From an optimization exercise on the open Yosys and OpenROAD flow, aimed at small area; shortcuts taken in it are not production practice. Function was checked by simulation only, so behaviour that the tests miss may differ from the original. Power is estimated from default activity; no workload was simulated.

Design top, start of the top module:
module top(y, x, c0, c1, c2, clk, rst);
input clk;
input rst;
input [7:0] x;
input [7:0] c0;
input [7:0] c1;
input [7:0] c2;
output [15:0] y;
reg [7:0] xd;
reg [7:0] c0d;
reg [15:0] s2q;
wire [7:0] xg;
wire [7:0] xdg;
wire rstn = ~rst;
and_cell ug0 (.a(x[0]), .b(rstn), .y(xg[0]));
and_cell ugd0 (.a(xd[0]), .b(rstn), .y(xdg[0]));
and_cell ug1 (.a(x[1]), .b(rstn), .y(xg[1]));
and_cell ugd1 (.a(xd[1]), .b(rstn), .y(xdg[1]));
and_cell ug2 (.a(x[2]), .b(rstn), .y(xg[2]));
and_cell ugd2 (.a(xd[2]), .b(rstn), .y(xdg[2]));
and_cell ug3 (.a(x[3]), .b(rstn), .y(xg[3]));
and_cell ugd3 (.a(xd[3]), .b(rstn), .y(xdg[3]));
and_cell ug4 (.a(x[4]), .b(rstn), .y(xg[4]));
and_cell ugd4 (.a(xd[4]), .b(rstn), .y(xdg[4]));
and_cell ug5 (.a(x[5]), .b(rstn), .y(xg[5]));
and_cell ugd5 (.a(xd[5]), .b(rstn), .y(xdg[5]));
and_cell ug6 (.a(x[6]), .b(rstn), .y(xg[6]));
and_cell ugd6 (.a(xd[6]), .b(rstn), .y(xdg[6]));
and_cell ug7 (.a(x[7]), .b(rstn), .y(xg[7]));
and_cell ugd7 (.a(xd[7]), .b(rstn), .y(xdg[7]));
wire [15:0] s2n;
wire p1;
wire p2;
wire p3;
wire p4;
wire p5;
wire p6;
wire p7;
wire p8;
wire p9;
wire p10;
wire p11;
wire p12;
wire p13;
wire p14;
wire p15;
wire p16;
wire p17;
wire p18;
wire p19;
wire p20;
wire p21;
wire p22;
wire p23;
wire p24;
wire p25;
wire p26;
wire p27;
wire p28;
wire p29;
wire p30;
wire p31;
wire p32;
wire p33;
wire p34;
wire p35;
wire p36;
wire p37;
wire p38;
wire p39;
wire p40;
wire p41;
wire p42;
wire p43;
wire p44;
wire p45;
wire p46;
wire p47;
wire p48;
wire p49;
wire p50;
wire p51;
wire p52;
wire p53;
wire p54;
wire p55;
wire p56;
  ...
Size: ~480 cells after synthesis, ~32 flip-flops, roughly 50 I/O pins, roughly 5500 um^2 of cells after synthesis.
clock: 10.0 ns
lec_check: 0
cap_margin: 20
core_margin: 2
core_utilization: 40
cts_buf_list: sky130_fd_sc_hd__clkbuf_8
gpl_timing_driven: 0
slew_margin: 20
synth_hierarchical: 1
synth_minimum_keep_size: 0
standard.sh (not shown) runs the stock make flow with config.mk's settings and CLKGATE_MAP_FILE= SYNTH_SCRIPT=/design/flow/synth_recipe.tcl, a recipe that flattens the netlist after the stock synthesis.
==> flow/flow/run.sh <==
#!/bin/bash
# The standard layout (standard.sh: the standard synthesis and ORFS steps,
# unchanged), with these environment settings for the ORFS steps:
#  - the buffers that global placement puts on every input and output port are
#    the platform's smallest buffer (buf_1) instead of the delay buffer that
#    buffer_ports picks by default; the resizer may still upsize them;
#  - clock tree synthesis uses clkbuf_8 and inserts no dummy loads.
# All of ORFS's output goes to standard.log here and to orfs/logs/.
set -euo pipefail
export BUFFER_PORTS_ARGS="-buffer_cell sky130_fd_sc_hd__buf_1"
export REMOVE_ABC_BUFFERS=1
export CTS_ARGS="-buf_list sky130_fd_sc_hd__clkbuf_8 -sink_clustering_enable -dont_use_dummy_load -repair_clock_nets"
bash standard.sh > standard.log 2>&1
Then changed:
--- a/flow/flow/run.sh
+++ b/flow/flow/run.sh
@@ -12 +12 @@
-export CTS_ARGS="-buf_list sky130_fd_sc_hd__clkbuf_8 -sink_clustering_enable -dont_use_dummy_load -repair_clock_nets"
+export CTS_ARGS="-root_buf sky130_fd_sc_hd__clkbuf_16 -buf_list sky130_fd_sc_hd__clkbuf_16 -dont_use_dummy_load -repair_clock_nets"
=> The changed run produced a clean layout. Worst hold slack is worse by 0.0082 ns. Power is higher by 2.5%. Final area rose by 0.95%. Final cell count does not change. Core utilization rose by 0.41 points.
Then changed:
==> flow/flow/run.sh (replaced) <==
#!/bin/bash
set -euo pipefail
export BUFFER_PORTS_ARGS="-buffer_cell sky130_fd_sc_hd__buf_1"
export REMOVE_ABC_BUFFERS=1
export CTS_ARGS="-buf_list sky130_fd_sc_hd__clkbuf_8 -sink_clustering_enable -dont_use_dummy_load -repair_clock_nets"
bash standard.sh > standard.log 2>&1
After rerunning: The changed run finished clean; worst setup slack stays flat; sequential power stays flat; synthesized cell count stays the same; cell count does not change; hold slack gets better by 0.0082 ns; critical path depth stays the same.
Then changed:
==> flow/flow/run.sh (replaced) <==
#!/bin/bash
set -euo pipefail
export BUFFER_PORTS_ARGS="-buffer_cell sky130_fd_sc_hd__buf_1"
export CTS_ARGS="-buf_list sky130_fd_sc_hd__clkbuf_8 -sink_clustering_enable -sink_clustering_size 32 -sink_clustering_max_diameter 500 -dont_use_dummy_load -repair_clock_nets"
bash standard.sh > standard.log 2>&1
Settings changed: GPL_TIMING_DRIVEN 0 to default.
Outcome: Hold slack gains 0.0051 ns; utilization rose by 0.38 points; final area increases slightly; critical path depth stays the same; final cell count went up slightly; die area stays the same; worst setup slack improves by 0.038 ns; wire length rose by a few percent; global-route usage climbs by 0.42 points; first-iteration DRC count shrinks by a quarter to a third.

========
## exp/garnet
top, a different RTL version from the one above (not shown whole).
Size in the first run: about 490 cells after synthesis, about 32 flip-flops, roughly 50 I/O pins, roughly 5600 um2 of cells after synthesis.
==> flow/config.mk <==
export PLATFORM = sky130hd
export DESIGN_NAME = top
export DESIGN_NICKNAME = top
export VERILOG_FILES = /design/flow/design.v
export SDC_FILE = /design/flow/constraint.sdc
export NUM_CORES = 4
export LEC_CHECK = 0
export CAP_MARGIN = 20
export CORE_MARGIN = 2
export CORE_UTILIZATION = 40
export CTS_BUF_LIST = sky130_fd_sc_hd__clkbuf_8
export SLEW_MARGIN = 20
export SYNTH_HIERARCHICAL = 1
export SYNTH_MINIMUM_KEEP_SIZE = 0
==> flow/constraint.sdc <==
create_clock -name core_clock -period 10.0 [get_ports {clk}]
set_input_delay 2.0000 -clock core_clock [delete_from_list [all_inputs] [get_ports {clk}]]
set_output_delay 2.0000 -clock core_clock [all_outputs]
set_load 0.01 [all_outputs]
==> flow/flow/run.sh <==
#!/bin/bash
set -euo pipefail
export BUFFER_PORTS_ARGS="-buffer_cell sky130_fd_sc_hd__buf_1"
export CTS_ARGS="-buf_list sky130_fd_sc_hd__clkbuf_16 -sink_clustering_enable -sink_clustering_size 32 -sink_clustering_max_diameter 500 -dont_use_dummy_load -repair_clock_nets"
bash standard.sh > standard.log 2>&1
For exp/maple, these inputs were changed with respect to exp/garnet:
# exp/garnet
export LEC_CHECK = 0
export CAP_MARGIN = 20
export CORE_MARGIN = 2
export CORE_UTILIZATION = 40
export CTS_BUF_LIST = sky130_fd_sc_hd__clkbuf_8
export SLEW_MARGIN = 20
export SYNTH_HIERARCHICAL = 1
export SYNTH_MINIMUM_KEEP_SIZE = 0
create_clock -name core_clock -period 10.0 [get_ports {clk}]
# exp/maple
export LEC_CHECK = 0
export CAP_MARGIN = 20
export CORE_MARGIN = 2
export CORE_UTILIZATION = 40
export CTS_BUF_LIST = sky130_fd_sc_hd__clkbuf_8
export CTS_CLUSTER_DIAMETER = 300
export CTS_CLUSTER_SIZE = 40
export SLEW_MARGIN = 20
export SYNTH_HIERARCHICAL = 1
export SYNTH_MINIMUM_KEEP_SIZE = 0
create_clock -name core_clock -period 10.0 [get_ports {clk}]
==> flow/flow/run.sh <==
#!/bin/bash
# The standard layout (standard.sh, unchanged synthesis and steps), with
# one difference: the buffers that global placement puts on every input and
# output port are the platform's smallest buffer, not the delay buffer that
# buffer_ports picks by default. The resizer may still upsize them later.
set -euo pipefail
export BUFFER_PORTS_ARGS="-buffer_cell sky130_fd_sc_hd__buf_1"
bash standard.sh > standard.log 2>&1
Results
As far as smallest setup slack after layout is concerned, exp/maple and exp/garnet perform about the same. In the reports for exp/garnet and exp/maple, the larger final area belongs to exp/garnet. [compare] base=exp/garnet new=exp/maple: achievable clock frequency was more or less identical, iteration-0 DRC count of the detailed router rose 18%. Comparing fraction of power spent switching nets for exp/garnet and exp/maple, the smaller number came from exp/garnet.
The inputs of exp/sierra differ from those of exp/maple as listed below.
# exp/maple
export LEC_CHECK = 0
export CAP_MARGIN = 20
export CORE_MARGIN = 2
export CORE_UTILIZATION = 40
export CTS_BUF_LIST = sky130_fd_sc_hd__clkbuf_8
export CTS_CLUSTER_DIAMETER = 300
export CTS_CLUSTER_SIZE = 40
export SLEW_MARGIN = 20
export SYNTH_HIERARCHICAL = 1
export SYNTH_MINIMUM_KEEP_SIZE = 0
create_clock -name core_clock -period 10.0 [get_ports {clk}]
# exp/sierra
export LEC_CHECK = 0
export CAP_MARGIN = 20
export CORE_MARGIN = 2
export CORE_UTILIZATION = 40
export CTS_BUF_LIST = sky130_fd_sc_hd__clkbuf_8
export SLEW_MARGIN = 20
export SYNTH_HIERARCHICAL = 1
export SYNTH_MINIMUM_KEEP_SIZE = 0
create_clock -name core_clock -period 10.0 [get_ports {clk}]
==> flow/flow/run.sh <==
#!/bin/bash
set -euo pipefail
export BUFFER_PORTS_ARGS="-buffer_cell sky130_fd_sc_hd__buf_1"
export CTS_ARGS="-buf_list sky130_fd_sc_hd__clkbuf_8 -sink_clustering_enable -dont_use_dummy_load -repair_clock_nets"
bash standard.sh > standard.log 2>&1
==> run summary <==
The sequential share of layout area of exp/sierra and that of exp/maple are within noise of each other. exp/sierra against exp/maple: largest fanout of any net on the critical path ~0 delta, share of final-layout standard cells stronger than drive strength 1 -0.55 points. [compare] base=exp/maple new=exp/sierra: post-route worst setup slack stayed essentially flat, clock skew held steady. As far as post-route fraction of the period consumed by the critical path is concerned, exp/sierra and exp/maple perform about the same. Between exp/maple and exp/sierra, the critical path's largest stage delay does not differ in any meaningful way. Cmp exp/maple and exp/sierra / count of clock-buffer cells in the layout / higher: exp/maple. Maximum buffer depth of the clock tree came out exactly the same in exp/maple and exp/sierra. Count of final setup violators: exp/maple vs exp/sierra identical.

==> separate check: timing with driven ports <==
How much do the figures lean on ideal ports? The routed layouts below were timed once more, with nothing changed but the port constraints.
Step 1 (the two cells are an assumption about what drives the block):
set clk [get_ports {clk}]
set_driving_cell -lib_cell sky130_fd_sc_hd__clkbuf_16 $clk
set_driving_cell -lib_cell sky130_fd_sc_hd__buf_2 [delete_from_list [all_inputs] $clk]
Step 2 also shifts input and output timing later by t, the mid clock arrival at the registers, as if the neighbouring blocks saw the same clock.
a / b / c = ideal / step 1 / step 2; a / b = the first two.
run	shift t [ns]	setup slack, ns	hold slack, ns	clock arrival spread, ns	slew at the worst register clock pin (ns)
the first run of note 1	0.310	0.629 / 0.601 / 0.601	0.702 / 0.702 / 0.702	0.011 / 0.011	0.06 / 0.06
the second run of note 1	0.308	0.632 / 0.604 / 0.604	0.694 / 0.694 / 0.694	0.008 / 0.007	0.05 / 0.05
the third run of note 1	0.310	0.629 / 0.601 / 0.601	0.702 / 0.702 / 0.702	0.011 / 0.011	0.06 / 0.06
the fourth run of note 1	0.309	0.667 / 0.640 / 0.640	0.707 / 0.707 / 0.707	0.013 / 0.012	0.07 / 0.07
exp/garnet	0.311	0.662 / 0.636 / 0.636	0.723 / 0.723 / 0.723	0.010 / 0.010	0.05 / 0.05
exp/maple	0.318	0.662 / 0.637 / 0.637	0.732 / 0.732 / 0.732	0.008 / 0.009	0.07 / 0.07
exp/sierra	0.312	0.662 / 0.641 / 0.641	0.725 / 0.725 / 0.725	0.011 / 0.011	0.06 / 0.06
After both steps setup and hold are still met in every run listed.
